Context: an optimization exercise on an open-source flow, tuned for a short achievable clock period and few clock cycles. The choices shown serve that exercise and are no tape-out recipe. At most, simulation tests tie the RTL to the original design; equivalence was not proved. The RTL of run 1 was laid out without a check of its function. No activity file was given, so power comes from the tool's default toggle rates.

**flow/run.sh**
```bash
#!/bin/bash
# Standard ORFS layout (the standard.sh) with a larger setup repair
# margin so that repair_timing works on paths well below the 18 ns period.
set -euo pipefail
bash standard.sh SETUP_SLACK_MARGIN=13.5 finish > flow_make.log 2>&1
```
**constraint.sdc**
```tcl
create_clock -name core_clock -period 18.0 [get_ports {clk}]
set_input_delay 3.6000 -clock core_clock [delete_from_list [all_inputs] [get_ports {clk}]]
set_output_delay 3.6000 -clock core_clock [all_outputs]
set_load 0.01 [all_outputs]
```
**config.mk**
```make
export PLATFORM = sky130hd
export DESIGN_NAME = naive_cpu
export DESIGN_NICKNAME = naive_cpu
export VERILOG_FILES = /design/flow/design.v
export SDC_FILE = /design/flow/constraint.sdc
export NUM_CORES = 4
export LEC_CHECK = 0
export CAP_MARGIN = 20
export CORE_MARGIN = 2
export CORE_UTILIZATION = 30
export PLACE_DENSITY = 0.5
export SETUP_SLACK_MARGIN = 4
export SLEW_MARGIN = 20
```
**standard.sh**
```bash
#!/bin/bash
# synth_recipe.tcl (not shown) runs the flow's synth.tcl, then flattens the netlist and writes it again
# the make line also repeats each setting of config.mk as NAME=value (left out here)
make -C /OpenROAD-flow-scripts/flow DESIGN_CONFIG=/design/flow/config.mk WORK_HOME=/design/flow/orfs CLKGATE_MAP_FILE= SYNTH_SCRIPT=/design/flow/synth_recipe.tcl "${@:-finish}"
```
**design.v**
```verilog
`timescale 1ns / 1ps
`timescale 1ns / 1ps
module mul16_csa(
    input  [15:0] a,
    input  [15:0] b,
    output [31:0] r0,
    output [31:0] r1,
    output [31:0] r2,
    output [31:0] r3
    );
wire [31:0] r [0:15];
genvar j;
generate
    for (j = 0; j < 15; j = j + 1) begin : g_pp
        wire [15:0] row = {~(a[15] & b[j]), a[14:0] & {15{b[j]}}};
        if (j == 0)
            assign r[j] = {1'b1, 14'b0, 1'b1, row};
        else
            assign r[j] = {{(16-j){1'b0}}, row, {j{1'b0}}};
    end
endgenerate
assign r[15] = {1'b0, a[15] & b[15], ~(a[14:0] & {15{b[15]}}), 15'b0};
wire [31:0] l1_0 = ((r[0]) ^ (r[1]) ^ (r[2]));
wire [31:0] l1_1 = ((((r[0]) & (r[1])) | ((r[0]) & (r[2])) | ((r[1]) & (r[2]))) << 1);
wire [31:0] l1_2 = ((r[3]) ^ (r[4]) ^ (r[5]));
wire [31:0] l1_3 = ((((r[3]) & (r[4])) | ((r[3]) & (r[5])) | ((r[4]) & (r[5]))) << 1);
wire [31:0] l1_4 = ((r[6]) ^ (r[7]) ^ (r[8]));
wire [31:0] l1_5 = ((((r[6]) & (r[7])) | ((r[6]) & (r[8])) | ((r[7]) & (r[8]))) << 1);
wire [31:0] l1_6 = ((r[9]) ^ (r[10]) ^ (r[11]));
wire [31:0] l1_7 = ((((r[9]) & (r[10])) | ((r[9]) & (r[11])) | ((r[10]) & (r[11]))) << 1);
wire [31:0] l1_8 = ((r[12]) ^ (r[13]) ^ (r[14]));
wire [31:0] l1_9 = ((((r[12]) & (r[13])) | ((r[12]) & (r[14])) | ((r[13]) & (r[14]))) << 1);
wire [31:0] l1_10 = r[15];
wire [31:0] l2_0 = ((l1_0) ^ (l1_1) ^ (l1_2));
wire [31:0] l2_1 = ((((l1_0) & (l1_1)) | ((l1_0) & (l1_2)) | ((l1_1) & (l1_2))) << 1);
wire [31:0] l2_2 = ((l1_3) ^ (l1_4) ^ (l1_5));
wire [31:0] l2_3 = ((((l1_3) & (l1_4)) | ((l1_3) & (l1_5)) | ((l1_4) & (l1_5))) << 1);
wire [31:0] l2_4 = ((l1_6) ^ (l1_7) ^ (l1_8));
wire [31:0] l2_5 = ((((l1_6) & (l1_7)) | ((l1_6) & (l1_8)) | ((l1_7) & (l1_8))) << 1);
wire [31:0] l2_6 = l1_9;
wire [31:0] l2_7 = l1_10;
wire [31:0] l3_0 = ((l2_0) ^ (l2_1) ^ (l2_2));
wire [31:0] l3_1 = ((((l2_0) & (l2_1)) | ((l2_0) & (l2_2)) | ((l2_1) & (l2_2))) << 1);
wire [31:0] l3_2 = ((l2_3) ^ (l2_4) ^ (l2_5));
wire [31:0] l3_3 = ((((l2_3) & (l2_4)) | ((l2_3) & (l2_5)) | ((l2_4) & (l2_5))) << 1);
wire [31:0] l3_4 = l2_6;
wire [31:0] l3_5 = l2_7;
wire [31:0] l4_0 = ((l3_0) ^ (l3_1) ^ (l3_2));
wire [31:0] l4_1 = ((((l3_0) & (l3_1)) | ((l3_0) & (l3_2)) | ((l3_1) & (l3_2))) << 1);
wire [31:0] l4_2 = ((l3_3) ^ (l3_4) ^ (l3_5));
wire [31:0] l4_3 = ((((l3_3) & (l3_4)) | ((l3_3) & (l3_5)) | ((l3_4) & (l3_5))) << 1);
assign r0 = l4_0;
assign r1 = l4_1;
assign r2 = l4_2;
assign r3 = l4_3;
endmodule
module fadd8(
    input  [7:0]  x1,
    input  [7:0]  x2,
    output [31:0] y
    );
function [15:0] align;
    input [7:0] x;
    reg [15:0] m;
    begin
        m = {7'b0, 1'b1, x[3:0], 4'b0};
        case (x[6:4])
            3'd0: align = m >> 3;
            3'd1: align = m >> 2;
            3'd2: align = m >> 1;
            3'd3: align = m;
            3'd4: align = m << 1;
            3'd5: align = m << 2;
            3'd6: align = m << 3;
            default: align = m << 4;
        endcase
    end
endfunction
wire [15:0] m1 = align(x1);
wire [15:0] m2 = align(x2);
wire [16:0] d12 = {1'b0, m1} - {1'b0, m2};
wire [15:0] d21 = m2 - m1;
wire [15:0] sm  = m1 + m2;
wire same = (x1[7] == x2[7]);
wire ge = ~d12[16];
wire [15:0] r = same ? sm : (ge ? d12[15:0] : d21);
wire sg = (same | ge) ? x1[7] : x2[7];
assign y = {{8{sg}}, 16'b0, r[15:8]};
endmodule
module csa32(
    input  [31:0] x,
    input  [31:0] y,
    input  [31:0] z,
    output [31:0] s,
    output [31:0] c
    );
assign s = x ^ y ^ z;
assign c = {(x[30:0] & y[30:0]) | (x[30:0] & z[30:0]) | (y[30:0] & z[30:0]), 1'b0};
endmodule
module ks_add32(
    input  [31:0] a,
    input  [31:0] b,
    input         ci,
    output [31:0] s,
    output        co
    );
wire [31:0] p0 = a ^ b;
wire [31:0] g0 = (a & b) | {31'b0, p0[0] & ci};
wire [31:0] pp0 = {p0[31:1], 1'b0};
wire [31:0] g1 = g0 | (pp0 & {g0[30:0], 1'b0});
wire [31:0] p1 = pp0 & {pp0[30:0], 1'b0};
wire [31:0] g2 = g1 | (p1 & {g1[29:0], 2'b0});
wire [31:0] p2 = p1 & {p1[29:0], 2'b0};
wire [31:0] g3 = g2 | (p2 & {g2[27:0], 4'b0});
wire [31:0] p3 = p2 & {p2[27:0], 4'b0};
wire [31:0] g4 = g3 | (p3 & {g3[23:0], 8'b0});
wire [31:0] p4 = p3 & {p3[23:0], 8'b0};
wire [31:0] g5 = g4 | (p4 & {g4[15:0], 16'b0});
assign s  = p0 ^ {g5[30:0], ci};
assign co = g5[31];
endmodule
`timescale 1ns / 1ps
module naive_cpu(
    input         clk,
    input         rst_n,
    output [31:0] imem_addr,
    input  [31:0] imem_rdata,
    output [31:0] dmem_addr,
    output [31:0] dmem_wdata,
    output        dmem_we,
    input  [31:0] dmem_rdata,
    output        halt
);
    reg        halted;
    reg        halt_o;
    reg [31:0] pc_f;
    reg [31:0] pc_o;                         
    localparam NB = 8;
    localparam IW = 3;                       
    reg [NB-1:0] bv;
    reg [13:0] btag [0:NB-1];
    reg [29:0] btgt [0:NB-1];
    reg [IW-1:0] rr;
    reg        u_ins, u_inv;
    reg [IW-1:0] u_idx;
    reg [13:0] u_tag;
    reg [29:0] u_tgt;
    reg        v_d;
    reg [31:0] ir_d;
    reg [31:0] s1_d, s2_d;                   
    reg [31:0] pc_d;
    reg [31:0] pc4_d;
    reg [31:0] nxt_d;
    reg        bp_d;
    reg [IW-1:0] bi_d;
    reg        v_e;
    reg [31:0] a_e, b_e, r2_e, p_e, t_e;
    reg [4:0]  rd_e;
    reg        we_e, ld_e, st_e, mul_e, br_e, jal_e, jalr_e, ebrk_e, pred_e;
    reg [2:0]  f3_e;
    reg        sub_e;
    reg        s_add, s_and, s_or, s_xor, s_sll, s_srl, s_sra, s_slt, s_sltu, s_fadd, s_pass;
    reg        fa_m, fb_m, fs_m;
    reg [31:0] nxt_e;
    reg [29:0] pc_e;
    reg        bp_e, tmis_e;
    reg [IW-1:0] bi_e;
    reg        v_m;
    reg [31:0] res_m, addr_m, sd_m;
    reg [31:0] mr0_m, mr1_m, mr2_m, mr3_m;
    reg [4:0]  rd_m;
    reg        we_m, ld_m, mul_m, we_o;
    reg [2:0]  f3_m;
    reg        v_w;
    reg [31:0] wb_w;
    reg [4:0]  rd_w;
    reg        we_w;
    reg [31:0] rf [1:31];
    wire [31:0] A  = fa_m ? res_m : a_e;
    wire [31:0] B  = fb_m ? res_m : b_e;
    wire [31:0] R2 = fs_m ? res_m : r2_e;
    wire [31:0] sum;
    wire        cout;                        
    ks_add32 u_add(.a(A), .b(sub_e ? ~B : B), .ci(sub_e), .s(sum), .co(cout));
    wire        eq = (A == B);
    wire        lt_s = (A[31] != B[31]) ? A[31] : sum[31];
    wire        lt_u = ~cout;
    wire [31:0] sll_r = A << B[4:0];
    wire [31:0] srl_r = A >> B[4:0];
    wire [31:0] sra_r = $signed(A) >>> B[4:0];
    wire [31:0] fadd_r;
    fadd8 u_fadd(.x1(A[7:0]), .x2(B[7:0]), .y(fadd_r));
    wire [31:0] res_e =
          ({32{s_add}}  & sum)
        | ({32{s_and}}  & (A & B))
        | ({32{s_or}}   & (A | B))
        | ({32{s_xor}}  & (A ^ B))
        | ({32{s_sll}}  & sll_r)
        | ({32{s_srl}}  & srl_r)
        | ({32{s_sra}}  & sra_r)
        | ({32{s_slt}}  & {31'b0, lt_s})
        | ({32{s_sltu}} & {31'b0, lt_u})
        | ({32{s_fadd}} & fadd_r)
        | ({32{s_pass}} & p_e);
    wire [31:0] mr0, mr1, mr2, mr3;
    mul16_csa u_mul(.a(A[15:0]), .b(B[15:0]), .r0(mr0), .r1(mr1), .r2(mr2), .r3(mr3));
    reg cond;
    always @(*) begin
        case (f3_e)
            3'd1:    cond = ~eq;
            3'd4:    cond = sum[31];
            3'd5:    cond = ~sum[31];
            3'd6:    cond = lt_u;
            3'd7:    cond = cout;
            default: cond = eq;
        endcase
    end
    wire [31:0] jx = A ^ B ^ ~nxt_e;
    wire [31:0] jc = {(A[30:0] & B[30:0]) | ((A[30:0] | B[30:0]) & ~nxt_e[30:0]), 1'b0};
    wire        jeq = &(jx ^ jc);
    wire taken_e    = br_e & cond;
    wire redirect_e = v_e & ((br_e & ((cond ^ pred_e) | (cond & bp_e & tmis_e)))
                           | (jal_e & bp_e & tmis_e)
                           | (jalr_e & ~(bp_e & jeq))
                           | ebrk_e);
    wire [31:0] target_e = jalr_e ? sum : ((br_e & ~cond) ? p_e : t_e);
    wire ins_e = v_e & (taken_e | jal_e | jalr_e) & (~bp_e | redirect_e);
    wire inv_e = v_e & br_e & ~cond & bp_e;
    reg [31:0] ld_val;
    always @(*) begin
        case (f3_m)
            3'd0:    ld_val = {{24{dmem_rdata[7]}}, dmem_rdata[7:0]};
            3'd1:    ld_val = {{16{dmem_rdata[16]}}, dmem_rdata[15:0]};
            3'd2:    ld_val = dmem_rdata;
            3'd4:    ld_val = {24'b0, dmem_rdata[7:0]};
            3'd5:    ld_val = {16'b0, dmem_rdata[15:0]};
            default: ld_val = 32'b0;
        endcase
    end
    wire [31:0] m5s, m5c, m6s, m6c, mul_r;
    csa32 u_m5(.x(mr0_m), .y(mr1_m), .z(mr2_m), .s(m5s), .c(m5c));
    csa32 u_m6(.x(m5s), .y(m5c), .z(mr3_m), .s(m6s), .c(m6c));
    ks_add32 u_madd(.a(m6s), .b(m6c), .ci(1'b0), .s(mul_r), .co());
    wire [31:0] m_val = ld_m ? ld_val : mul_m ? mul_r : res_m;
    reg [NB-1:0] hv;
    reg [29:0]   ptgt;
    reg [IW-1:0] pidx;
    integer k;
    always @(*) begin
        ptgt = 30'b0;
        pidx = {IW{1'b0}};
        for (k = 0; k < NB; k = k + 1) begin
            hv[k] = bv[k] & (btag[k] == pc_f[15:2]);
            ptgt = ptgt | ({30{hv[k]}} & btgt[k]);
            pidx = pidx | ({IW{hv[k]}} & k[IW-1:0]);
        end
    end
    wire        phit = |hv;
    wire [31:0] pc4_f = pc_f + 32'd4;
    wire [31:0] npc_f = phit ? {ptgt, 2'b00} : pc4_f;
    wire [31:0] s1_f = 32'b1 << imem_rdata[19:15];
    wire [31:0] s2_f = 32'b1 << imem_rdata[24:20];
    wire [6:0] op_d  = ir_d[6:0];
    wire [2:0] f3_d  = ir_d[14:12];
    wire [6:0] f7_d  = ir_d[31:25];
    wire [4:0] rs1_d = ir_d[19:15];
    wire [4:0] rs2_d = ir_d[24:20];
    wire [4:0] rd_d  = ir_d[11:7];
    wire is_r    = (op_d == 7'b0110011);
    wire is_i    = (op_d == 7'b0010011);
    wire is_l    = (op_d == 7'b0000011);
    wire is_s    = (op_d == 7'b0100011);
    wire is_b    = (op_d == 7'b1100011);
    wire is_lui  = (op_d == 7'b0110111);
    wire is_aui  = (op_d == 7'b0010111);
    wire is_jal  = (op_d == 7'b1101111);
    wire is_jalr = (op_d == 7'b1100111);
    wire is_f    = (op_d == 7'b1010011);
    wire is_ebrk = (op_d == 7'b1110011) && (ir_d[31:20] == 12'h1);
    wire use1 = is_r | is_i | is_l | is_s | is_b | is_jalr | is_f;
    wire use2 = is_r | is_s | is_b | is_jalr | is_f;
    wire wr_d = (is_r | is_i | is_l | is_lui | is_aui | is_jal | is_jalr | is_f) & (rd_d != 5'd0);
    wire imm_b = is_i | is_l | is_s;         
    wire [31:0] imm_i = {{20{ir_d[31]}}, ir_d[31:20]};
    wire [31:0] imm_s = {{20{ir_d[31]}}, ir_d[31:25], ir_d[11:7]};
    wire [31:0] imm_bb = {{19{ir_d[31]}}, ir_d[31], ir_d[7], ir_d[30:25], ir_d[11:8], 1'b0};
    wire [31:0] imm_j = {{12{ir_d[31]}}, ir_d[19:12], ir_d[20], ir_d[30:21], 1'b0};
    wire [31:0] imm_u = {ir_d[31:12], 12'b0};
    wire [31:0] imm_t = is_jal ? imm_j : imm_bb;
    wire [31:0] tgt_d = pc_d + imm_t;
    wire [31:0] aui_d = pc4_d + imm_u + 32'h003FFFF8;
    wire [31:0] tx = pc_d ^ imm_t ^ ~nxt_d;
    wire [31:0] tc = {(pc_d[30:0] & imm_t[30:0]) | ((pc_d[30:0] | imm_t[30:0]) & ~nxt_d[30:0]), 1'b0};
    wire        tmis_d = ~&(tx ^ tc);
    wire r_add  = is_r & (f3_d == 3'd0) & (f7_d == 7'h00);
    wire r_sub  = is_r & (f3_d == 3'd0) & (f7_d == 7'h20);
    wire r_mul  = is_r & (f3_d == 3'd0) & (f7_d == 7'h01);
    wire r_sll  = is_r & (f3_d == 3'd1) & (f7_d == 7'h00);
    wire r_slt  = is_r & (f3_d == 3'd2) & (f7_d == 7'h00);
    wire r_sltu = is_r & (f3_d == 3'd3) & (f7_d == 7'h00);
    wire r_xor  = is_r & (f3_d == 3'd4) & (f7_d == 7'h00);
    wire r_srl  = is_r & (f3_d == 3'd5) & (f7_d == 7'h00);
    wire r_sra  = is_r & (f3_d == 3'd5) & (f7_d == 7'h20);
    wire r_or   = is_r & (f3_d == 3'd6) & (f7_d == 7'h00);
    wire r_and  = is_r & (f3_d == 3'd7) & (f7_d == 7'h00);
    wire i_add  = is_i & (f3_d == 3'd0);
    wire i_sll  = is_i & (f3_d == 3'd1) & (f7_d == 7'h00);
    wire i_slt  = is_i & (f3_d == 3'd2);
    wire i_sltu = is_i & (f3_d == 3'd3);
    wire i_xor  = is_i & (f3_d == 3'd4);
    wire i_srl  = is_i & (f3_d == 3'd5) & (f7_d == 7'h00);
    wire i_sra  = is_i & (f3_d == 3'd5) & (f7_d == 7'h20);
    wire i_or   = is_i & (f3_d == 3'd6);
    wire i_and  = is_i & (f3_d == 3'd7);
    wire f_add  = is_f & (f3_d == 3'd0);
    wire f_xor  = is_f & (f3_d == 3'd4);
    wire f_or   = is_f & (f3_d == 3'd6);
    wire f_fadd = is_f & ~f_add & ~f_xor & ~f_or;
    reg [31:0] rf1, rf2;
    integer n;
    always @(*) begin
        rf1 = 32'b0;
        rf2 = 32'b0;
        for (n = 1; n < 32; n = n + 1) begin
            rf1 = rf1 | ({32{s1_d[n]}} & rf[n]);
            rf2 = rf2 | ({32{s2_d[n]}} & rf[n]);
        end
    end
    wire m1e = v_e & we_e & (rd_e == rs1_d);
    wire m2e = v_e & we_e & (rd_e == rs2_d);
    wire m1m = v_m & we_m & (rd_m == rs1_d);
    wire m2m = v_m & we_m & (rd_m == rs2_d);
    wire m1w = v_w & we_w & (rd_w == rs1_d);
    wire m2w = v_w & we_w & (rd_w == rs2_d);
    wire [31:0] rv1 = m1m ? m_val : m1w ? wb_w : rf1;
    wire [31:0] rv2 = m2m ? m_val : m2w ? wb_w : rf2;
    wire stall_d = v_d & (ld_e | mul_e) & ((use1 & m1e) | (use2 & m2e));
    wire is_ctl = is_b | is_jal | is_jalr;
    wire same_rs = (rs1_d == rs2_d);
    wire pred_s = is_b & (same_rs ? (f3_d == 3'd0 || f3_d == 3'd2 || f3_d == 3'd3 || f3_d == 3'd5 || f3_d == 3'd7)
                                  : (f3_d == 3'd1 || ir_d[31]));
    wire pred_d = is_b & (bp_d | pred_s);
    wire rd_seq = bp_d & ~is_ctl;            
    wire rd_tgt = ~bp_d & (is_jal | pred_s);
    wire redirect_d = v_d & ~stall_d & (rd_seq | rd_tgt);
    wire [31:0] rtgt_d = rd_seq ? pc4_d : tgt_d;
    wire        hold_f = halted | stall_d;
    wire [31:0] pc_n   = redirect_e ? target_e :
                         hold_f ? pc_f :
                         redirect_d ? rtgt_d : npc_f;
    wire [31:0] pco_n  = redirect_e ? target_e :
                         hold_f ? pc_o :
                         redirect_d ? rtgt_d : npc_f;
    always @(posedge clk or negedge rst_n) begin
        if (~rst_n) begin
            halted <= 1'b0;
            halt_o <= 1'b0;
            pc_f   <= 32'b0;
            pc_o   <= 32'b0;
            v_d    <= 1'b0;
            v_e    <= 1'b0;
            v_m    <= 1'b0;
            v_w    <= 1'b0;
            we_o   <= 1'b0;
        end else begin
            if (v_e & ebrk_e) begin
                halted <= 1'b1;
                halt_o <= 1'b1;
            end
            pc_f <= pc_n;
            pc_o <= pco_n;
            if (halted | redirect_e | redirect_d)
                v_d <= 1'b0;
            else if (~stall_d)
                v_d <= 1'b1;
            v_e  <= v_d & ~stall_d & ~redirect_e & ~halted;
            v_m  <= v_e;
            v_w  <= v_m;
            we_o <= v_e & st_e;
        end
    end
    always @(posedge clk) begin
        if (~stall_d) begin
            ir_d  <= imem_rdata;
            s1_d  <= s1_f;
            s2_d  <= s2_f;
            pc_d  <= pc_f;
            pc4_d <= pc4_f;
            nxt_d <= npc_f;
            bp_d  <= phit;
            bi_d  <= pidx;
        end
    end
    always @(posedge clk) begin
        a_e    <= rv1;
        b_e    <= imm_b ? (is_s ? imm_s : imm_i) : rv2;
        r2_e   <= rv2;
        p_e    <= is_lui ? imm_u : is_aui ? aui_d : pc4_d;
        t_e    <= tgt_d;
        rd_e   <= rd_d;
        we_e   <= wr_d;
        ld_e   <= is_l;
        st_e   <= is_s;
        mul_e  <= r_mul;
        br_e   <= is_b;
        jal_e  <= is_jal;
        jalr_e <= is_jalr;
        ebrk_e <= is_ebrk;
        pred_e <= pred_d;
        f3_e   <= f3_d;
        sub_e  <= r_sub | r_slt | r_sltu | i_slt | i_sltu | is_b;
        s_add  <= r_add | r_sub | i_add | f_add | is_l | is_s;
        s_and  <= r_and | i_and;
        s_or   <= r_or | i_or | f_or;
        s_xor  <= r_xor | i_xor | f_xor;
        s_sll  <= r_sll | i_sll;
        s_srl  <= r_srl | i_srl;
        s_sra  <= r_sra | i_sra;
        s_slt  <= r_slt | i_slt;
        s_sltu <= r_sltu | i_sltu;
        s_fadd <= f_fadd;
        s_pass <= is_lui | is_aui | is_jal | is_jalr;
        fa_m   <= m1e;
        fb_m   <= ~imm_b & m2e;
        fs_m   <= m2e;
        nxt_e  <= nxt_d;
        pc_e   <= pc_d[31:2];
        bp_e   <= bp_d;
        bi_e   <= bi_d;
        tmis_e <= tmis_d;
    end
    always @(posedge clk or negedge rst_n) begin
        if (~rst_n) begin
            bv    <= {NB{1'b0}};
            rr    <= {IW{1'b0}};
            u_ins <= 1'b0;
            u_inv <= 1'b0;
        end else begin
            u_ins <= ins_e;
            u_inv <= inv_e;
            if (u_ins) begin
                bv[u_idx] <= 1'b1;
            end else if (u_inv) begin
                bv[u_idx] <= 1'b0;
            end
            if (ins_e & ~bp_e)
                rr <= rr + 1'b1;
        end
    end
    always @(posedge clk) begin
        u_idx <= bp_e ? bi_e : rr;
        u_tag <= pc_e[13:0];
        u_tgt <= target_e[31:2];
        if (u_ins) begin
            btag[u_idx] <= u_tag;
            btgt[u_idx] <= u_tgt;
        end
    end
    always @(posedge clk) begin
        res_m  <= res_e;
        addr_m <= sum;
        sd_m   <= R2;
        mr0_m  <= mr0;
        mr1_m  <= mr1;
        mr2_m  <= mr2;
        mr3_m  <= mr3;
        rd_m   <= rd_e;
        we_m   <= we_e;
        ld_m   <= ld_e;
        mul_m  <= mul_e;
        f3_m   <= f3_e;
    end
    always @(posedge clk) begin
        wb_w <= m_val;
        rd_w <= rd_m;
        we_w <= we_m;
    end
    integer i;
    always @(posedge clk or negedge rst_n) begin
        if (~rst_n) begin
            for (i = 1; i < 32; i = i + 1)
                rf[i] <= 32'b0;
        end else if (v_w & we_w) begin
            rf[rd_w] <= wb_w;
        end
    end
    assign imem_addr  = pc_o;
    assign dmem_addr  = addr_m;
    assign dmem_wdata = sd_m;
    assign dmem_we    = we_o;
    assign halt       = halt_o;
endmodule
```
==> impl_summary.log, run 1 <==
INFO  metric result_of_the_run = timing/DRC/antenna clean
INFO  metric synth_area_leaders = sky130_fd_sc_hd__dfrtp_1, sky130_fd_sc_hd__edfxtp_1, sky130_fd_sc_hd__mux2_2
INFO  metric final_cell_count_no_fill = 14.9k
INFO  metric dp_hpwl = 333,000 µm
INFO  metric hold_path.class = reg -> reg
INFO  metric synthCells = 9,577
INFO  metric floorplan.die_area = 367,000 µm²
INFO  metric clk_pin_slew = roughly 0.06 ns
INFO  metric min_period = 5.20 ns
INFO  metric synth_nets = 10.2k
INFO  metric grt_overflow_total = 0
INFO  metric setup.worst_path.start_class = flip-flop
INFO  metric drtIter0Drc = approximately 14k
INFO  metric initial_standard_cell_utilization_of_the_core = 0.301
INFO  metric synth_area_leader_cell = sky130_fd_sc_hd__dfrtp_1
INFO  metric max_slew.worst_pin.slew = around 1.4 ns
INFO  metric finalMaxSlewViolations = 0
INFO  metric final.setup_skew = between 0.15 and 0.2 ns
INFO  metric dr_total_vias = 91.5k
INFO  metric async_reset_ff_frac = 0.495
INFO  metric cts_buffers = 233
INFO  metric height_of_the_chip = approximately 610 µm
INFO  metric ys_seq_area_frac = 0.486
INFO  metric die_x = 606 µm
INFO  metric finalWirelength = 537,000 µm
INFO  metric worst_skew_pair_later_pin_latency = 0.99 ns
INFO  metric area_inside_the_core_boundary = 362,000 µm²
INFO  metric detailed_routed_wire_length_on_met3 = a little under 70,000 µm
INFO  metric postSynthAreaPerCell = between 10 and 15 µm²
INFO  metric place_congestion = 1.05
INFO  metric routed_len_inst = around 36 µm
INFO  metric timing.critical_path.arrival = 1.60 ns
INFO  metric nets = around 10k
INFO  metric synth_edf_count = 544
INFO  metric cp.required = 14.40 ns
INFO  metric yosysWarnings = 4
INFO  metric rows = 221
INFO  metric highest-signal-layer = met5
INFO  metric max_transition_margin = 0.0791
INFO  metric fmax = around 190 MHz
INFO  metric gr-usage-all-layers = 0.282
INFO  metric final.setup.tns = 0 ns
INFO  metric largest_net_degree_at_the_start_of_global_routing = 105
INFO  metric finalCritPeriodShare = 0.289
INFO  metric synth_flop_cell = sky130_fd_sc_hd__dfrtp_1
INFO  metric wirelength_met1 = 213,000 µm
INFO  metric dr_wl_met2 = 217,000 µm
INFO  metric layout.cells.most_common_list = sky130_fd_sc_hd__mux2_2, sky130_fd_sc_hd__dfrtp_1, sky130_fd_sc_hd__nor2_1
INFO  metric max-cap-violations = 0
INFO  metric setup_violations = 0
INFO  metric synth.cell_area = 109,000 µm²
INFO  metric final_layout_size_suffix_gt1_frac = 0.259
INFO  metric p_r_area_growth_vs_syn = 19.7%
INFO  metric drtPass1Iterations = 10
INFO  metric number_of_global_route_vias_before_repair = slightly below 90k
INFO  metric hold_ws = 0.326 ns
INFO  metric number_of_port_buffers = 163
INFO  metric p_per_area = 107 nW/µm²
INFO  metric synth_largest_type_area_fraction = 0.240
INFO  metric finalHoldViolCount = 0
INFO  metric clk_tree_root_cell = sky130_fd_sc_hd__clkbuf_16
INFO  metric setup.worst_path.end_class = primary output
INFO  metric place.detailed.instances = between 10k and 15k
INFO  metric synth.ff_latch_count = 2,109
INFO  metric cts_htree_levels = 4
INFO  metric worstPathMaxFanout = 2
INFO  metric maximum_resistive_drop_on_vdd = 0.0956 mV
INFO  metric grt_first_pass_wirelength = 726,000 µm
INFO  metric tritoncts = built
INFO  metric floorplan.io_pins = around 160
INFO  metric initial_antenna_violation_count = 63
INFO  metric cts_sinks = 2,109
INFO  metric cts_max_path_buffers = 4
INFO  metric routed_via_density = 6.15
INFO  metric total_leakage_power = 55.4 nW
INFO  metric critPathKind = reg -> out
INFO  metric rsz0062_at_grt = yes
INFO  metric layout_commonest_cell = sky130_fd_sc_hd__mux2_2
INFO  metric synth_cell_types = 89
INFO  metric ant_nets = 0
INFO  metric drc = 0
[sequential cells by signal, indices dropped and copies added (netlist names), 21 cells and up, named ones only]
register  flops
btgt        240
btag        112
addr_m       32
nxt_d        32
pc_d         32
r2_e         32
pc4_d        30
b_e          32
rf          992
sd_m         32
wb_w         32
s1_d         31
mr0_m        30
mr2_m        21
nxt_e        32
a_e          32
t_e          32
pc_o         32
res_m        32
p_e          32
u_tgt        30
ir_d         32
s2_d         31
[power by group]
group | total, W | switching [W] | internal, W
Clock | 0.00513 | 0.00214 | 0.00299
Sequential | 0.00608 | 0.000660 | 0.00542
Combinational | 0.00276 | 0.00166 | 0.00110
[per-layer routing]
layer,vias up,track usage
met5,-,0.00183
met4,36,0.170
met3,1707,0.0934
met2,6949,0.393
met1,46800,0.375
li1,35900,-
[through the flow]
stage	cell area [µm²]	utilization	total power, W	worst slack [ns]
global route	130000	0.360	0.0144	12.78
detailed placement	117000	0.324	0.00848	10.95
global placement	117000	0.323	0.00845	11.08
floorplan	109000	-	0.00723	5.08
finish	130000	0.360	0.0140	12.80
CTS	128000	0.355	0.0138	12.76
[cells in the mapped netlist (65+ instances only)]
cell	count
sky130_fd_sc_hd__dfxtp_1	522
sky130_fd_sc_hd__nand2_1	451
sky130_fd_sc_hd__inv_1	500
sky130_fd_sc_hd__nand3_1	163
sky130_fd_sc_hd__a22o_1	292
sky130_fd_sc_hd__o21a_1	65
sky130_fd_sc_hd__buf_1	136
sky130_fd_sc_hd__clkbuf_1	547
sky130_fd_sc_hd__a21o_1	67
sky130_fd_sc_hd__nor3_1	123
sky130_fd_sc_hd__nand4_1	211
sky130_fd_sc_hd__a221oi_1	316
sky130_fd_sc_hd__o211ai_1	86
sky130_fd_sc_hd__xor2_1	85
sky130_fd_sc_hd__mux2i_1	122
sky130_fd_sc_hd__a222oi_1	67
sky130_fd_sc_hd__ha_1	318
sky130_fd_sc_hd__xnor2_1	284
sky130_fd_sc_hd__a21oi_1	310
sky130_fd_sc_hd__a22oi_1	471
sky130_fd_sc_hd__mux2_2	1101
sky130_fd_sc_hd__nor2_1	613
sky130_fd_sc_hd__o21ai_0	301
sky130_fd_sc_hd__fa_1	265
sky130_fd_sc_hd__edfxtp_1	544
sky130_fd_sc_hd__dfrtp_1	1043
[area by class of cell]
| type | instances | area [µm²] |
|---|---|---|
| sequential | 2109 | 53000 |
| clock inverter | 109 | 1290 |
| clock buffer | 327 | 6840 |
| fill | 35300 | 232000 |
| inverter | 511 | 2000 |
| tap | 4794 | 6000 |
| antenna | 45 | 113 |
| multi-input combinational | 6264 | 53700 |
| timing repair buffer | 711 | 7170 |
[repair_timing]
action	4_1_cts	5_1_grt
pin swaps	11	76
gates cloned	22	8
setup buffers	145	60
endpoints found under the setup margin	916	547
gates resized for setup	831	257
hold buffers	0	0
[kinds of logic (layout without fill, tap and decap cells)]
group,after synthesis,after routing,synth area share
compound gates,2260,2264,0.153
xor+xnor,369,369,0.0297
fa+ha+maj,583,583,0.0854
buf+inv,1210,1658,0.0422
flops,2109,2109,0.486
mux,1223,1225,0.125
other cells,0,45,0
simple gates,1823,1823,0.0780
[critical path, cell delays in order (launching register included)]
cell                      delay [ns]
sky130_fd_sc_hd__dfrtp_1        0.40
sky130_fd_sc_hd__buf_12         0.15
sky130_fd_sc_hd__buf_6          0.12
[path summary, 6_finish.rpt]
kind / from / to / slack, ns / depth (start not counted)
min: pc_e[9] / u_tag[9] / 0.33 / 0
min in group asynchronous: rst_n / rf[5][22] / 2.51 / 1
min reg2reg: pc_e[9] / u_tag[9] / 0.33 / 0
max reg2reg: fa_m / pc_o[8] / 12.97 / 18
max: pc_o[14] / imem_addr[14] / 12.80 / 2
max in group asynchronous: rst_n / rf[10][30] / 13.77 / 4
==> run 2: changes to the inputs <==
--- a/design.v
+++ b/design.v
@@ -121,2 +121,20 @@
 endmodule
+module ks_add13(
+    input  [12:0] a,
+    input  [12:0] b,
+    output [12:0] s,
+    output        co
+    );
+wire [12:0] p0 = a ^ b;
+wire [12:0] g0 = a & b;
+wire [12:0] g1 = g0 | (p0 & {g0[11:0], 1'b0});
+wire [12:0] p1 = p0 & {p0[11:0], 1'b0};
+wire [12:0] g2 = g1 | (p1 & {g1[10:0], 2'b0});
+wire [12:0] p2 = p1 & {p1[10:0], 2'b0};
+wire [12:0] g3 = g2 | (p2 & {g2[8:0], 4'b0});
+wire [12:0] p3 = p2 & {p2[8:0], 4'b0};
+wire [12:0] g4 = g3 | (p3 & {g3[4:0], 8'b0});
+assign s  = p0 ^ {g4[11:0], 1'b0};
+assign co = g4[12];
+endmodule
 `timescale 1ns / 1ps
@@ -140,2 +158,3 @@
     reg [NB-1:0] bv;
+    reg [NB-1:0] btk;                        
     reg [13:0] btag [0:NB-1];
@@ -143,3 +162,3 @@
     reg [IW-1:0] rr;
-    reg        u_ins, u_inv;
+    reg        u_ins, u_tk;
     reg [IW-1:0] u_idx;
@@ -153,8 +172,11 @@
     reg [31:0] nxt_d;
-    reg        bp_d;
+    reg        pt_d;                         
+    reg        bh_d;                         
     reg [IW-1:0] bi_d;
     reg        v_e;
-    reg [31:0] a_e, b_e, r2_e, p_e, t_e;
+    reg [31:0] a_e, b_e, p_e, t_e;
+    reg [31:0] ea_e, sd_e;                   
+    reg        we_e;                         
     reg [4:0]  rd_e;
-    reg        we_e, ld_e, st_e, mul_e, br_e, jal_e, jalr_e, ebrk_e, pred_e;
+    reg        wr_e, ld_e, st_e, mul_e, br_e, jal_e, jalr_e, ebrk_e;
     reg [2:0]  f3_e;
@@ -162,13 +184,11 @@
     reg        s_add, s_and, s_or, s_xor, s_sll, s_srl, s_sra, s_slt, s_sltu, s_fadd, s_pass;
-    reg        fa_m, fb_m, fs_m;
     reg [31:0] nxt_e;
     reg [29:0] pc_e;
-    reg        bp_e, tmis_e;
+    reg        bh_e, ctl_e, tmis_e, nmis_e;
     reg [IW-1:0] bi_e;
     reg        v_m;
-    reg [31:0] res_m, addr_m, sd_m;
+    reg [31:0] res_m;
     reg [31:0] mr0_m, mr1_m, mr2_m, mr3_m;
     reg [4:0]  rd_m;
-    reg        we_m, ld_m, mul_m, we_o;
-    reg [2:0]  f3_m;
+    reg        we_m, mul_m;
     reg        v_w;
@@ -178,5 +198,4 @@
     reg [31:0] rf [1:31];
-    wire [31:0] A  = fa_m ? res_m : a_e;
-    wire [31:0] B  = fb_m ? res_m : b_e;
-    wire [31:0] R2 = fs_m ? res_m : r2_e;
+    wire [31:0] A  = a_e;
+    wire [31:0] B  = b_e;
     wire [31:0] sum;
@@ -221,12 +240,12 @@
     wire taken_e    = br_e & cond;
-    wire redirect_e = v_e & ((br_e & ((cond ^ pred_e) | (cond & bp_e & tmis_e)))
-                           | (jal_e & bp_e & tmis_e)
-                           | (jalr_e & ~(bp_e & jeq))
+    wire redirect_e = v_e & ((br_e & (cond ? tmis_e : nmis_e))
+                           | (jal_e & tmis_e)
+                           | (jalr_e & ~jeq)
+                           | (~ctl_e & nmis_e)
                            | ebrk_e);
     wire [31:0] target_e = jalr_e ? sum : ((br_e & ~cond) ? p_e : t_e);
-    wire ins_e = v_e & (taken_e | jal_e | jalr_e) & (~bp_e | redirect_e);
-    wire inv_e = v_e & br_e & ~cond & bp_e;
+    wire ins_e = v_e & ctl_e & redirect_e;
     reg [31:0] ld_val;
     always @(*) begin
-        case (f3_m)
+        case (f3_e)
             3'd0:    ld_val = {{24{dmem_rdata[7]}}, dmem_rdata[7:0]};
@@ -243,3 +262,3 @@
     ks_add32 u_madd(.a(m6s), .b(m6c), .ci(1'b0), .s(mul_r), .co());
-    wire [31:0] m_val = ld_m ? ld_val : mul_m ? mul_r : res_m;
+    wire [31:0] m_val = mul_m ? mul_r : res_m;
     reg [NB-1:0] hv;
@@ -247,2 +266,3 @@
     reg [IW-1:0] pidx;
+    reg          ptk;
     integer k;
@@ -251,2 +271,3 @@
         pidx = {IW{1'b0}};
+        ptk  = 1'b0;
         for (k = 0; k < NB; k = k + 1) begin
@@ -255,2 +276,3 @@
             pidx = pidx | ({IW{hv[k]}} & k[IW-1:0]);
+            ptk  = ptk | (hv[k] & btk[k]);
         end
@@ -259,3 +281,25 @@
     wire [31:0] pc4_f = pc_f + 32'd4;
-    wire [31:0] npc_f = phit ? {ptgt, 2'b00} : pc4_f;
+    wire [31:0] w_f = imem_rdata;
+    wire        jal_f = (w_f[6:0] == 7'b1101111);
+    wire        br_f  = (w_f[6:0] == 7'b1100011);
+    wire [2:0]  f3_f  = w_f[14:12];
+    wire        same_f = (w_f[19:15] == w_f[24:20]);
+    wire        jfar_f = (w_f[19:13] != {7{w_f[31]}});
+    wire        sgs_f = (jal_f & ~jfar_f) | (br_f & (same_f ? (f3_f == 3'd0 || f3_f == 3'd2 || f3_f == 3'd3 || f3_f == 3'd5 || f3_f == 3'd7)
+                                                : (f3_f == 3'd1 || w_f[31])));
+    wire [12:0] immj_f = {w_f[12], w_f[20], w_f[30:21], 1'b0};
+    wire [12:0] immb_f = {w_f[31], w_f[7], w_f[30:25], w_f[11:8], 1'b0};
+    wire [12:0] loj_f, lob_f;
+    wire        cj_f, cb_f;
+    ks_add13 u_tj(.a(pc_f[12:0]), .b(immj_f), .s(loj_f), .co(cj_f));
+    ks_add13 u_tb(.a(pc_f[12:0]), .b(immb_f), .s(lob_f), .co(cb_f));
+    wire [18:0] hi_f   = pc_f[31:13];
+    wire [18:0] hip1_f = pc_f[31:13] + 19'd1;
+    wire [18:0] him1_f = pc_f[31:13] - 19'd1;
+    wire        c13_f  = jal_f ? cj_f : cb_f;
+    wire [18:0] shi_f  = w_f[31] ? (c13_f ? hi_f : him1_f) : (c13_f ? hip1_f : hi_f);
+    wire [31:0] stgt_f = {shi_f, jal_f ? loj_f : lob_f};
+    wire        pt_f  = phit ? ptk : sgs_f;
+    wire [31:0] dyn_f = (phit & ptk) ? {ptgt, 2'b00} : pc4_f;
+    wire [31:0] npc_f = (~phit & sgs_f) ? stgt_f : dyn_f;
     wire [31:0] s1_f = 32'b1 << imem_rdata[19:15];
@@ -294,2 +338,3 @@
     wire        tmis_d = ~&(tx ^ tc);
+    wire        nmis_d = (pc4_d != nxt_d);
     wire r_add  = is_r & (f3_d == 3'd0) & (f7_d == 7'h00);
@@ -328,4 +373,4 @@
     end
-    wire m1e = v_e & we_e & (rd_e == rs1_d);
-    wire m2e = v_e & we_e & (rd_e == rs2_d);
+    wire m1e = v_e & wr_e & (rd_e == rs1_d);
+    wire m2e = v_e & wr_e & (rd_e == rs2_d);
     wire m1m = v_m & we_m & (rd_m == rs1_d);
@@ -334,21 +379,29 @@
     wire m2w = v_w & we_w & (rd_w == rs2_d);
-    wire [31:0] rv1 = m1m ? m_val : m1w ? wb_w : rf1;
-    wire [31:0] rv2 = m2m ? m_val : m2w ? wb_w : rf2;
-    wire stall_d = v_d & (ld_e | mul_e) & ((use1 & m1e) | (use2 & m2e));
+    wire [31:0] e_val = ld_e ? ld_val : res_e;
+    wire [31:0] ra1 = m1m ? m_val : m1w ? wb_w : rf1;
+    wire [31:0] ra2 = m2m ? m_val : m2w ? wb_w : rf2;
+    wire [31:0] rv1 = m1e ? e_val : ra1;
+    wire [31:0] rb1 = m1m ? res_m : m1w ? wb_w : rf1;     
+    wire [31:0] rv2 = m2e ? e_val : ra2;
+    wire stall_d = v_d & ((mul_e & ((use1 & m1e) | (use2 & m2e)))
+                        | ((is_l | is_s) & (m1e | (m1m & mul_m))));
+    wire [31:0] ea_d;
+    ks_add32 u_eadd(.a(rb1), .b(is_s ? imm_s : imm_i), .ci(1'b0), .s(ea_d), .co());
     wire is_ctl = is_b | is_jal | is_jalr;
-    wire same_rs = (rs1_d == rs2_d);
-    wire pred_s = is_b & (same_rs ? (f3_d == 3'd0 || f3_d == 3'd2 || f3_d == 3'd3 || f3_d == 3'd5 || f3_d == 3'd7)
-                                  : (f3_d == 3'd1 || ir_d[31]));
-    wire pred_d = is_b & (bp_d | pred_s);
-    wire rd_seq = bp_d & ~is_ctl;            
-    wire rd_tgt = ~bp_d & (is_jal | pred_s);
-    wire redirect_d = v_d & ~stall_d & (rd_seq | rd_tgt);
-    wire [31:0] rtgt_d = rd_seq ? pc4_d : tgt_d;
     wire        hold_f = halted | stall_d;
-    wire [31:0] pc_n   = redirect_e ? target_e :
-                         hold_f ? pc_f :
-                         redirect_d ? rtgt_d : npc_f;
-    wire [31:0] pco_n  = redirect_e ? target_e :
-                         hold_f ? pc_o :
-                         redirect_d ? rtgt_d : npc_f;
+    wire        rd_nb  = v_e & ((jal_e & tmis_e) | (~ctl_e & nmis_e) | ebrk_e);
+    wire        rd_t   = v_e & br_e & tmis_e;
+    wire        rd_n   = v_e & br_e & nmis_e;
+    wire        rd_j   = v_e & jalr_e & ~jeq;
+    wire [31:0] nrm_f  = hold_f ? pc_f : dyn_f;
+    wire [31:0] nrm_o  = hold_f ? pc_o : dyn_f;
+    wire [31:0] x1_f   = (rd_t | rd_nb) ? t_e : nrm_f;
+    wire [31:0] x0_f   = rd_n ? p_e : rd_nb ? t_e : nrm_f;
+    wire [31:0] x1_o   = (rd_t | rd_nb) ? t_e : nrm_o;
+    wire [31:0] x0_o   = rd_n ? p_e : rd_nb ? t_e : nrm_o;
+    wire        use_s  = ~redirect_e & ~hold_f & ~phit & sgs_f;
+    wire [31:0] rst_f  = rd_j ? sum : cond ? x1_f : x0_f;
+    wire [31:0] rst_o  = rd_j ? sum : cond ? x1_o : x0_o;
+    wire [31:0] pc_n   = use_s ? stgt_f : rst_f;
+    wire [31:0] pco_n  = use_s ? stgt_f : rst_o;
     always @(posedge clk or negedge rst_n) begin
@@ -363,3 +416,3 @@
             v_w    <= 1'b0;
-            we_o   <= 1'b0;
+            we_e   <= 1'b0;
         end else begin
@@ -371,3 +424,3 @@
             pc_o <= pco_n;
-            if (halted | redirect_e | redirect_d)
+            if (halted | redirect_e)
                 v_d <= 1'b0;
@@ -378,3 +431,3 @@
             v_w  <= v_m;
-            we_o <= v_e & st_e;
+            we_e <= is_s & v_d & ~stall_d & ~redirect_e & ~halted;
         end
@@ -389,3 +442,4 @@
             nxt_d <= npc_f;
-            bp_d  <= phit;
+            pt_d  <= pt_f;
+            bh_d  <= phit;
             bi_d  <= pidx;
@@ -396,7 +450,8 @@
         b_e    <= imm_b ? (is_s ? imm_s : imm_i) : rv2;
-        r2_e   <= rv2;
+        ea_e   <= ea_d;
+        sd_e   <= rv2;
         p_e    <= is_lui ? imm_u : is_aui ? aui_d : pc4_d;
-        t_e    <= tgt_d;
+        t_e    <= is_ctl ? tgt_d : pc4_d;
         rd_e   <= rd_d;
-        we_e   <= wr_d;
+        wr_e   <= wr_d;
         ld_e   <= is_l;
@@ -408,6 +463,5 @@
         ebrk_e <= is_ebrk;
-        pred_e <= pred_d;
         f3_e   <= f3_d;
         sub_e  <= r_sub | r_slt | r_sltu | i_slt | i_sltu | is_b;
-        s_add  <= r_add | r_sub | i_add | f_add | is_l | is_s;
+        s_add  <= r_add | r_sub | i_add | f_add;
         s_and  <= r_and | i_and;
@@ -422,8 +476,7 @@
         s_pass <= is_lui | is_aui | is_jal | is_jalr;
-        fa_m   <= m1e;
-        fb_m   <= ~imm_b & m2e;
-        fs_m   <= m2e;
         nxt_e  <= nxt_d;
         pc_e   <= pc_d[31:2];
-        bp_e   <= bp_d;
+        nmis_e <= nmis_d;
+        bh_e   <= bh_d;
+        ctl_e  <= is_ctl;
         bi_e   <= bi_d;
@@ -436,12 +489,7 @@
             u_ins <= 1'b0;
-            u_inv <= 1'b0;
         end else begin
             u_ins <= ins_e;
-            u_inv <= inv_e;
-            if (u_ins) begin
+            if (u_ins)
                 bv[u_idx] <= 1'b1;
-            end else if (u_inv) begin
-                bv[u_idx] <= 1'b0;
-            end
-            if (ins_e & ~bp_e)
+            if (ins_e & ~bh_e)
                 rr <= rr + 1'b1;
@@ -450,5 +498,6 @@
     always @(posedge clk) begin
-        u_idx <= bp_e ? bi_e : rr;
+        u_idx <= bh_e ? bi_e : rr;
         u_tag <= pc_e[13:0];
         u_tgt <= target_e[31:2];
+        u_tk  <= taken_e | jal_e | jalr_e;
         if (u_ins) begin
@@ -456,2 +505,3 @@
             btgt[u_idx] <= u_tgt;
+            btk[u_idx]  <= u_tk;
         end
@@ -459,5 +509,3 @@
     always @(posedge clk) begin
-        res_m  <= res_e;
-        addr_m <= sum;
-        sd_m   <= R2;
+        res_m  <= ld_e ? ld_val : res_e;
         mr0_m  <= mr0;
@@ -467,6 +515,4 @@
         rd_m   <= rd_e;
-        we_m   <= we_e;
-        ld_m   <= ld_e;
+        we_m   <= wr_e;
         mul_m  <= mul_e;
-        f3_m   <= f3_e;
     end
@@ -487,5 +533,5 @@
     assign imem_addr  = pc_o;
-    assign dmem_addr  = addr_m;
-    assign dmem_wdata = sd_m;
-    assign dmem_we    = we_o;
+    assign dmem_addr  = ea_e;
+    assign dmem_wdata = sd_e;
+    assign dmem_we    = we_e;
     assign halt       = halt_o;
==> run 2 against run 1 <==
  * Global-route usage increased by 1.4 points
  * Critical path type is now in -> reg
  * Largest cell class unchanged
  * Cell count grew 11%
  * Non-clock buffer count rose by 267
  * Synthesized cell count grew 11%
  * Still clean on timing, DRC and antenna
  * Power grew 7.4%
==> impl_summary.log, run 2 <==
INFO  metric floorplan.io_pins = 164 (unchanged)
INFO  metric synth.top_cells.by_count = sky130_fd_sc_hd__dfrtp_1, sky130_fd_sc_hd__mux2_2, sky130_fd_sc_hd__nor2_1, sky130_fd_sc_hd__nand2_1, sky130_fd_sc_hd__clkbuf_1
INFO  metric cp.required = 18.82 ns (+4.42 ns)
INFO  metric finalWirelength = 609,000 µm (+13%)
INFO  metric timing.critical_path.buf_inv = 2 (unchanged)
INFO  metric final.setup_skew = 0.119 ns (-0.0506 ns)
INFO  metric final.setup.tns = 0 ns (unchanged)
INFO  metric floorplan.die_area = 392,000 µm² (+6.8%)
INFO  metric setup.worst_path.start_class = input port
INFO  metric drtPass1Iterations = 10 (unchanged)
INFO  metric path_cells = buf_8 > ha_4 > inv_2 > fa_2 > nor2b_4 > o21ai_2 > a21oi_2 > o21ai_2 > a31oi_4 > or3_4 > a2111oi_4 > a41oi_2 > xor2_1 > nand2b_4 > nand2_2
INFO  metric layout.cells.most_common_list = sky130_fd_sc_hd__dfrtp_1, sky130_fd_sc_hd__mux2_2, sky130_fd_sc_hd__nor2_1
INFO  metric tritoncts = built
INFO  metric grt_first_pass_wirelength = 814,000 µm (+12%)
INFO  metric finalHoldViolCount = 0 (unchanged)
INFO  metric dr_total_vias = 103k (+13%)
INFO  metric synth.cell_area = 116,000 µm² (+6.9%)
INFO  metric worst_skew_pair_later_pin_latency = 1.02 ns (+0.03 ns)
INFO  metric synth_edf_count = 552 (+1.5%)
INFO  metric ys_seq_area_frac = 0.457 (-0.0290)
INFO  metric finalMaxSlewViolations = 0 (unchanged)
INFO  metric initial_antenna_violation_count = 70 (+11%)
INFO  metric initial_standard_cell_utilization_of_the_core = 0.301 (+0.000617)
INFO  metric cpPeakStageDelay = 0.45 ns (+0.05 ns)
INFO  metric worstPathMaxFanout = 4 (+2)
INFO  metric final_layout_size_suffix_gt1_frac = 0.285 (+0.0253)
INFO  metric synth_cell_types = 113 (+27%)
INFO  metric max-cap-violations = 0 (unchanged)
INFO  metric max_flop_register = rf
INFO  metric yosysWarnings = 4 (unchanged)
INFO  metric max_slew.worst_pin.slew = 1.31 ns (-0.0729 ns)
INFO  metric finalCritPeriodShare = 0.301 (+0.0115)
INFO  metric number_of_global_route_vias_before_repair = 98.2k (+12%)
INFO  metric critPathKind = in -> reg
INFO  metric maximum_resistive_drop_on_vdd = 0.0881 mV (-7.8%)
INFO  metric critPathMostFrequentCell = sky130_fd_sc_hd__o21ai_2
INFO  metric dp_hpwl = 380,000 µm (+14%)
INFO  metric total_leakage_power = 60.6 nW (+9.4%)
INFO  metric p_per_area = 105 nW/µm² (-2.2%)
INFO  metric synth_area_leader_cell = sky130_fd_sc_hd__dfrtp_1
INFO  metric grt_overflow_total = 0 (unchanged)
INFO  metric drtIter0Drc = 17.2k (+19%)
INFO  metric top_flop_regs = rf (992), btgt (240), btag (112)
INFO  metric final.fill_count = 37.7k (+6.7%)
INFO  metric synth.ff_latch_count = 2,110 (+0.047%)
INFO  metric hold_path.class = reg -> reg
INFO  metric cp_slowest_cell = sky130_fd_sc_hd__or3_4
INFO  metric routed_len_inst = 36.9 µm (+2.3%)
INFO  metric fmax = 185 MHz (-3.8%)
INFO  metric setup_violations = 0 (unchanged)
INFO  metric nets = 11.8k (+12%)
INFO  metric clk_tree_root_cell = sky130_fd_sc_hd__clkbuf_16
INFO  metric rows = 228 (+3.2%)
INFO  metric min_period = 5.41 ns (+0.206 ns)
INFO  metric gr-usage-all-layers = 0.296 (+0.0142)
INFO  metric clk_pin_slew = 0.07 ns (about the same)
INFO  metric p_r_area_growth_vs_syn = 23.0%
INFO  metric routed_via_density = 6.25 (+1.7%)
INFO  metric synthCells = 10.6k (+11%)
INFO  metric cts_sinks = 2,110 (+0.047%)
INFO  metric cts_max_path_buffers = 4 (unchanged)
INFO  metric cts_htree_levels = 4 (unchanged)
INFO  metric largest_net_degree_at_the_start_of_global_routing = 84 (-20%)
INFO  metric result_of_the_run = timing/DRC/antenna clean
INFO  metric area_inside_the_core_boundary = 386,000 µm² (+6.6%)
INFO  metric drc = 0 (unchanged)
INFO  metric ant_nets = 0 (unchanged)
INFO  metric number_of_port_buffers = 163 (unchanged)
INFO  metric layout_commonest_cell = sky130_fd_sc_hd__dfrtp_1
INFO  metric die_x = 626 µm (+3.3%)
INFO  metric rsz0062_at_grt = yes
INFO  metric setup.worst_path.end_class = flip-flop
INFO  metric cpLargestDelayFamily = compound AO/OA/AOI/OAI gates
INFO  metric timing.critical_path.arrival = 6.23 ns (+4.63 ns)
INFO  metric async_reset_ff_frac = 0.509 (+0.0145)
INFO  metric synth_area_leaders = sky130_fd_sc_hd__dfrtp_1, sky130_fd_sc_hd__edfxtp_1, sky130_fd_sc_hd__mux2_2
INFO  metric largest_register_ffs = 992 (unchanged)
INFO  metric final_cell_count_no_fill = 16.5k (+11%)
INFO  metric synth_nets = 11.3k (+11%)
INFO  metric synth.most_common_cell = sky130_fd_sc_hd__dfrtp_1
INFO  metric max_transition_margin = 0.121 (+0.0419)
INFO  metric place_congestion = 0.994 (-4.9%)
INFO  metric synth_largest_type_area_fraction = 0.231 (-0.00873)
INFO  metric postSynthAreaPerCell = 11.0 µm² (-3.4%)
INFO  metric synth_flop_cell = sky130_fd_sc_hd__dfrtp_1
INFO  metric cts_buffers = 244 (+4.7%)
INFO  metric place.detailed.instances = 15.5k (+9.6%)
INFO  metric height_of_the_chip = 626 µm (+3.3%)
run 2: where the power goes:
group | switching, W | internal [W] | total [W]
registers | 0.000873 | 0.00539 | 0.00626
logic | 0.00206 | 0.00141 | 0.00347
clock network | 0.00225 | 0.00303 | 0.00528
run 2: cell families after synthesis:
group | share of synthesized area
AO/OA/AOI/OAI | 0.163
AND/OR/NAND/NOR | 0.0899
flip-flops | 0.457
buffers and inverters | 0.0445
multiplexers | 0.125
adder cells (fa/ha/maj) | 0.0859
XOR/XNOR | 0.0343
run 2: final timing paths:
path	from	to	slack, ns	depth (start not counted)
max in group asynchronous	rst_n	rf[20][13]	13.66	3
max reg2reg	s1_d[27]	ea_e[30]	13.09	22
max	imem_rdata[8]	pc_f[31]	12.59	15
min in group asynchronous	rst_n	bv[7]	2.53	1
min reg2reg	pc_e[3]	u_tag[3]	0.33	0
min	pc_e[3]	u_tag[3]	0.33	0
run 2: layer usage:
metal / vias to the layer above / GRT usage / routed length (µm)
met5: - / 0.00259 / 497
met1: 52600 / 0.387 / 236000
met3: 2110 / 0.107 / 80900
li1: 40300 / - / -
met4: 45 / 0.172 / 45300
met2: 7929 / 0.416 / 246000
run 2: cell type report:
class / instances / area (µm²) / area share
Sequential cell: 2110 / 53400 / 0.374
Clock inverter: 125 / 1420 / 0.00994
Clock buffer: 333 / 6960 / 0.0487
Inverter: 548 / 2180 / 0.0152
Multi-Input combinational cell: 7171 / 61600 / 0.431
Tap cell: 5175 / 6470 / 0.0453
Timing Repair Buffer: 978 / 10800 / 0.0754
Antenna cell: 34 / 85.1 / 0.000595
run 2: repair_timing:
action	4_1_cts	5_1_grt
setup endpoints to repair	923	760
pin swaps	155	183
gates resized for setup	1364	427
buffers inserted	275	137
hold buffers	0	0
cloned	29	22
run 2: through the flow:
step	instance area (µm²)	hold slack [ns]	total power [W]	util	worst slack, ns
global placement	125000	0.315	0.00913	0.324	10.19
global route	143000	0.340	0.0154	0.370	12.55
finish	143000	0.327	0.0150	0.371	12.59
CTS	139000	0.326	0.0147	0.362	12.67
floorplan	117000	0.310	0.00767	-	11.95
detailed placement	125000	0.313	0.00915	0.324	10.19
Testbench counts of run 2, summed over its fixed seeds: cycles 213,115.
==> run 3: changes to the inputs <==
--- a/design.v
+++ b/design.v
@@ -169,6 +169,6 @@
     reg [31:0] s1_d, s2_d;                   
+    reg        h1e, h2e, h1m, h2m, h1w, h2w;
+    reg        pu1_d, pu2_d, pls_d;
     reg [31:0] pc_d;
     reg [31:0] pc4_d;
-    reg [31:0] nxt_d;
-    reg        pt_d;                         
     reg        bh_d;                         
@@ -284,7 +284,3 @@
     wire        br_f  = (w_f[6:0] == 7'b1100011);
-    wire [2:0]  f3_f  = w_f[14:12];
-    wire        same_f = (w_f[19:15] == w_f[24:20]);
-    wire        jfar_f = (w_f[19:13] != {7{w_f[31]}});
-    wire        sgs_f = (jal_f & ~jfar_f) | (br_f & (same_f ? (f3_f == 3'd0 || f3_f == 3'd2 || f3_f == 3'd3 || f3_f == 3'd5 || f3_f == 3'd7)
-                                                : (f3_f == 3'd1 || w_f[31])));
+    wire        sgb_f = br_f & ((w_f[14:12] == 3'd1) | w_f[31]);
     wire [12:0] immj_f = {w_f[12], w_f[20], w_f[30:21], 1'b0};
@@ -295,11 +291,3 @@
     ks_add13 u_tb(.a(pc_f[12:0]), .b(immb_f), .s(lob_f), .co(cb_f));
-    wire [18:0] hi_f   = pc_f[31:13];
-    wire [18:0] hip1_f = pc_f[31:13] + 19'd1;
-    wire [18:0] him1_f = pc_f[31:13] - 19'd1;
-    wire        c13_f  = jal_f ? cj_f : cb_f;
-    wire [18:0] shi_f  = w_f[31] ? (c13_f ? hi_f : him1_f) : (c13_f ? hip1_f : hi_f);
-    wire [31:0] stgt_f = {shi_f, jal_f ? loj_f : lob_f};
-    wire        pt_f  = phit ? ptk : sgs_f;
     wire [31:0] dyn_f = (phit & ptk) ? {ptgt, 2'b00} : pc4_f;
-    wire [31:0] npc_f = (~phit & sgs_f) ? stgt_f : dyn_f;
     wire [31:0] s1_f = 32'b1 << imem_rdata[19:15];
@@ -335,2 +323,3 @@
     wire [31:0] aui_d = pc4_d + imm_u + 32'h003FFFF8;
+    wire [31:0] nxt_d = pc_f;
     wire [31:0] tx = pc_d ^ imm_t ^ ~nxt_d;
@@ -373,8 +362,8 @@
     end
-    wire m1e = v_e & wr_e & (rd_e == rs1_d);
-    wire m2e = v_e & wr_e & (rd_e == rs2_d);
-    wire m1m = v_m & we_m & (rd_m == rs1_d);
-    wire m2m = v_m & we_m & (rd_m == rs2_d);
-    wire m1w = v_w & we_w & (rd_w == rs1_d);
-    wire m2w = v_w & we_w & (rd_w == rs2_d);
+    wire m1e = h1e;
+    wire m2e = h2e;
+    wire m1m = h1m;
+    wire m2m = h2m;
+    wire m1w = h1w;
+    wire m2w = h2w;
     wire [31:0] e_val = ld_e ? ld_val : res_e;
@@ -385,4 +374,4 @@
     wire [31:0] rv2 = m2e ? e_val : ra2;
-    wire stall_d = v_d & ((mul_e & ((use1 & m1e) | (use2 & m2e)))
-                        | ((is_l | is_s) & (m1e | (m1m & mul_m))));
+    wire stall_d = v_d & ((mul_e & ((pu1_d & m1e) | (pu2_d & m2e)))
+                        | (pls_d & (m1e | (m1m & mul_m))));
     wire [31:0] ea_d;
@@ -391,17 +380,12 @@
     wire        hold_f = halted | stall_d;
-    wire        rd_nb  = v_e & ((jal_e & tmis_e) | (~ctl_e & nmis_e) | ebrk_e);
-    wire        rd_t   = v_e & br_e & tmis_e;
-    wire        rd_n   = v_e & br_e & nmis_e;
-    wire        rd_j   = v_e & jalr_e & ~jeq;
     wire [31:0] nrm_f  = hold_f ? pc_f : dyn_f;
     wire [31:0] nrm_o  = hold_f ? pc_o : dyn_f;
-    wire [31:0] x1_f   = (rd_t | rd_nb) ? t_e : nrm_f;
-    wire [31:0] x0_f   = rd_n ? p_e : rd_nb ? t_e : nrm_f;
-    wire [31:0] x1_o   = (rd_t | rd_nb) ? t_e : nrm_o;
-    wire [31:0] x0_o   = rd_n ? p_e : rd_nb ? t_e : nrm_o;
-    wire        use_s  = ~redirect_e & ~hold_f & ~phit & sgs_f;
-    wire [31:0] rst_f  = rd_j ? sum : cond ? x1_f : x0_f;
-    wire [31:0] rst_o  = rd_j ? sum : cond ? x1_o : x0_o;
-    wire [31:0] pc_n   = use_s ? stgt_f : rst_f;
-    wire [31:0] pco_n  = use_s ? stgt_f : rst_o;
+    wire        use_j  = ~hold_f & ~phit & jal_f;
+    wire        use_b  = ~hold_f & ~phit & sgb_f;
+    wire        use_n  = ~use_j & ~use_b;
+    wire [12:0] slo_f  = ({13{use_j}} & loj_f) | ({13{use_b}} & lob_f);
+    wire [31:0] sel_f  = {use_n ? nrm_f[31:13] : pc_f[31:13], slo_f | ({13{use_n}} & nrm_f[12:0])};
+    wire [31:0] sel_o  = {use_n ? nrm_o[31:13] : pc_f[31:13], slo_f | ({13{use_n}} & nrm_o[12:0])};
+    wire [31:0] pc_n   = redirect_e ? target_e : sel_f;
+    wire [31:0] pco_n  = redirect_e ? target_e : sel_o;
     always @(posedge clk or negedge rst_n) begin
@@ -434,2 +418,29 @@
     end
+    wire [4:0] rs1_f = imem_rdata[19:15];
+    wire [4:0] rs2_f = imem_rdata[24:20];
+    wire [6:0] op_f  = imem_rdata[6:0];
+    wire       ls_f  = (op_f == 7'b0000011) | (op_f == 7'b0100011);
+    wire       u2_f  = (op_f == 7'b0110011) | (op_f == 7'b0100011) | (op_f == 7'b1100011) |
+                       (op_f == 7'b1100111) | (op_f == 7'b1010011);
+    wire       u1_f  = u2_f | (op_f == 7'b0010011) | (op_f == 7'b0000011);
+    always @(posedge clk) begin
+        if (~stall_d) begin
+            pu1_d <= u1_f;
+            pu2_d <= u2_f;
+            pls_d <= ls_f;
+            h1e <= v_d & wr_d & (rd_d == rs1_f);
+            h2e <= v_d & wr_d & (rd_d == rs2_f);
+            h1m <= v_e & wr_e & (rd_e == rs1_f);
+            h2m <= v_e & wr_e & (rd_e == rs2_f);
+            h1w <= v_m & we_m & (rd_m == rs1_f);
+            h2w <= v_m & we_m & (rd_m == rs2_f);
+        end else begin
+            h1e <= 1'b0;
+            h2e <= 1'b0;
+            h1m <= h1e;
+            h2m <= h2e;
+            h1w <= h1m;
+            h2w <= h2m;
+        end
+    end
     always @(posedge clk) begin
@@ -441,4 +452,2 @@
             pc4_d <= pc4_f;
-            nxt_d <= npc_f;
-            pt_d  <= pt_f;
             bh_d  <= phit;
--- a/config.mk
+++ b/config.mk
@@ -9,4 +9,4 @@
 export CORE_MARGIN = 2
-export CORE_UTILIZATION = 30
-export PLACE_DENSITY = 0.5
+export CORE_UTILIZATION = 40
+export PLACE_DENSITY = 0.6
 export SETUP_SLACK_MARGIN = 4
==> run 3 against run 2 <==
  * Power decreased by 11%
  * Clock power decreased by 8.0%
  * Setup slack improved by 0.22 ns
  * Routed wire length decreased by 13%
  * Non-clock buffer count decreased by 259
  * Critical endpoint is now imem_addr[4]
==> impl_summary.log, run 3 <==
INFO  metric dpl_cell_area = 119,000 µm² (-5.0%)
INFO  metric nets = 10.9k (-6.9%)
INFO  metric footprint_of_the_multi_input_gates = 57,600 µm² (-6.5%)
INFO  metric routed_len_inst = 37.5 µm (+1.5%)
INFO  metric drc = 0 (unchanged)
INFO  metric final.fill_count = 25.2k (-33%)
INFO  metric cp.required = 14.40 ns (-4.42 ns)
INFO  metric floorplan.die_area = 285,000 µm² (-27%)
INFO  metric rows = 194 (-15%)
INFO  metric synth_area_leaders = sky130_fd_sc_hd__dfrtp_1, sky130_fd_sc_hd__edfxtp_1, sky130_fd_sc_hd__mux2_2
INFO  metric synth.ff_latch_count = 2,087 (-1.1%)
INFO  metric synth_largest_type_area_fraction = 0.240 (+0.00844)
INFO  metric worstHoldStart = pc_e[3]
INFO  metric hold_path.class = reg -> reg
INFO  metric initial_antenna_violation_count = 37 (-47%)
INFO  metric post-place-ws = 10.87 ns (+0.681 ns)
INFO  metric result_of_the_run = timing/DRC/antenna clean
INFO  metric final_util = 0.475 (+0.104)
INFO  metric design_power_total = 0.0134 W (-11%)
INFO  metric worst_skew_pair_later_pin_latency = 1.00 ns (-0.02 ns)
INFO  metric hold_buffers = 0 (unchanged)
INFO  metric total_leakage_power = 57.0 nW (-5.9%)
INFO  metric p_r_area_growth_vs_syn = 18.2%
INFO  metric layout_commonest_cell = sky130_fd_sc_hd__dfrtp_1
INFO  metric setup.worst_path.end_class = primary output
INFO  metric cpPeakStageDelay = 0.49 ns (+0.04 ns)
INFO  metric cts_htree_levels = 4 (unchanged)
INFO  metric finalHoldViolCount = 0 (unchanged)
INFO  metric ys_seq_area_frac = 0.467 (+0.0100)
INFO  metric synth_cell_types = 104 (-8.0%)
INFO  metric synth_area_leader_cell = sky130_fd_sc_hd__dfrtp_1
INFO  metric die_x = 533 µm (-15%)
INFO  metric rsz0062_at_grt = yes
INFO  metric seq_area = 52,600 µm² (-1.5%)
INFO  metric grt_overflow_total = 0 (unchanged)
INFO  metric grt_first_pass_wirelength = 727,000 µm (-11%)
INFO  metric layout.cells.most_common_list = sky130_fd_sc_hd__dfrtp_1, sky130_fd_sc_hd__mux2_2, sky130_fd_sc_hd__a22oi_1
INFO  metric clk_tree_root_cell = sky130_fd_sc_hd__clkbuf_16
INFO  metric timing.critical_path.buf_inv = 1 (-1)
INFO  metric synth_nets = 10.7k (-5.2%)
INFO  metric ant_nets = 0 (unchanged)
INFO  metric finalMaxSlewViolations = 0 (unchanged)
INFO  metric startpoint = pc_o[4]
INFO  metric worst_r2r_startpoint = s1_d[23]
INFO  metric cts_max_path_buffers = 4 (unchanged)
INFO  metric initial_standard_cell_utilization_of_the_core = 0.402 (+0.100)
INFO  metric fin_ws = 12.81 ns (+0.217 ns)
INFO  metric postSynthAreaPerCell = 11.2 µm² (+2.1%)
INFO  metric p_per_area = 101 nW/µm² (-3.5%)
-- run 3: cell types whose count changed after synthesis, sizes merged, moves of 63 or more --
cell / change
a222oi: -63
a21oi: +63
a22oi: +196
nor2: -67
nand2: -178
o211ai: -75
o21ai: -116
-- run 3: kinds of logic after synthesis --
logic type                 after synthesis  share of synthesized area
DFF                                   2087                      0.467
adders and majority gates              633                     0.0886
and+or+nand+nor                       1901                     0.0808
AOI/OAI and AO/OA                     2467                      0.158
buffers and inverters                 1278                     0.0448
xor gates and xnor gates               432                     0.0338
muxes                                 1217                      0.126
-- run 3: layout make-up --
cell class / count / share of cell area
timing repair inverter: 4 / 0.000293
timing repair buffer: 719 / 0.0577
multi-input combinational: 6650 / 0.435
tap: 3724 / 0.0352
sequential: 2087 / 0.397
clock buffer: 338 / 0.0509
antenna: 26 / 0.000491
clock inverter: 88 / 0.00707
inverter: 555 / 0.0166
-- run 3: timing repair --
action / in CTS / in global routing
endpoints found under the hold margin: 0 / 0
pin swaps: 119 / 153
setup buffers: 111 / 100
gates resized for setup: 1144 / 271
cloned: 16 / 10
endpoints found under the setup margin: 875 / 615
-- run 3: routing by layer --
| layer | track usage | part of all wire |
|---|---|---|
| met4 | 0.249 | 0.089 |
| met2 | 0.514 | 0.41 |
| met5 | 0.00583 | 0.00068 |
| met1 | 0.448 | 0.36 |
| met3 | 0.131 | 0.14 |
-- run 3: worst paths after layout --
kind	cells after the start	slack, ns	endpoint
setup / recovery	1	12.81	imem_addr[4]
hold / removal	0	0.33	u_tag[3]
setup reg to reg	17	13.32	ea_e[30]
hold reg to reg	0	0.33	u_tag[3]
max in group asynchronous	4	13.75	rf[3][20]
min in group asynchronous	1	2.58	rf[17][3]
-- run 3: report_power, final --
part           leakage (nW)  switching [W]  internal [W]  total (W)
Combinational          29.5        0.00165       0.00107    0.00271
Sequential             23.8       0.000597       0.00527    0.00587
Clock                  3.75        0.00210       0.00276    0.00486
-- run 3: through the flow --
| step | cells | hold slack [ns] |
|---|---|---|
| after global routing | 14200 | 0.329 |
| after detailed placement | 13500 | 0.312 |
| after CTS | 14100 | 0.312 |
| after global placement | 13500 | 0.312 |
| after floorplan | 10000 | 0.310 |
| final | 14200 | 0.326 |
Testbench counts of run 3, summed over its fixed seeds: cycles 213,573.

-- static timing again, ports no longer ideal --
How much do the figures lean on ideal ports? The routed layouts below were timed once more, with nothing changed but the port constraints. Step 1 assumes that a clkbuf_16 drives the clock port and a buf_2 every other input. Step 2 also shifts input and output timing later by t, the mid clock arrival at the registers, as if the neighbouring blocks saw the same clock. Slacks: no drivers / after step 1 / after step 2; pairs: no drivers / after step 1.
run	t, ns	setup slack, ns
run 1	0.998	12.797 / 12.701 / 12.542
run 2	1.067	12.591 / 12.587 / 11.519
run 3	1.026	12.808 / 12.706 / 11.969
After both steps every run listed still meets setup and hold.
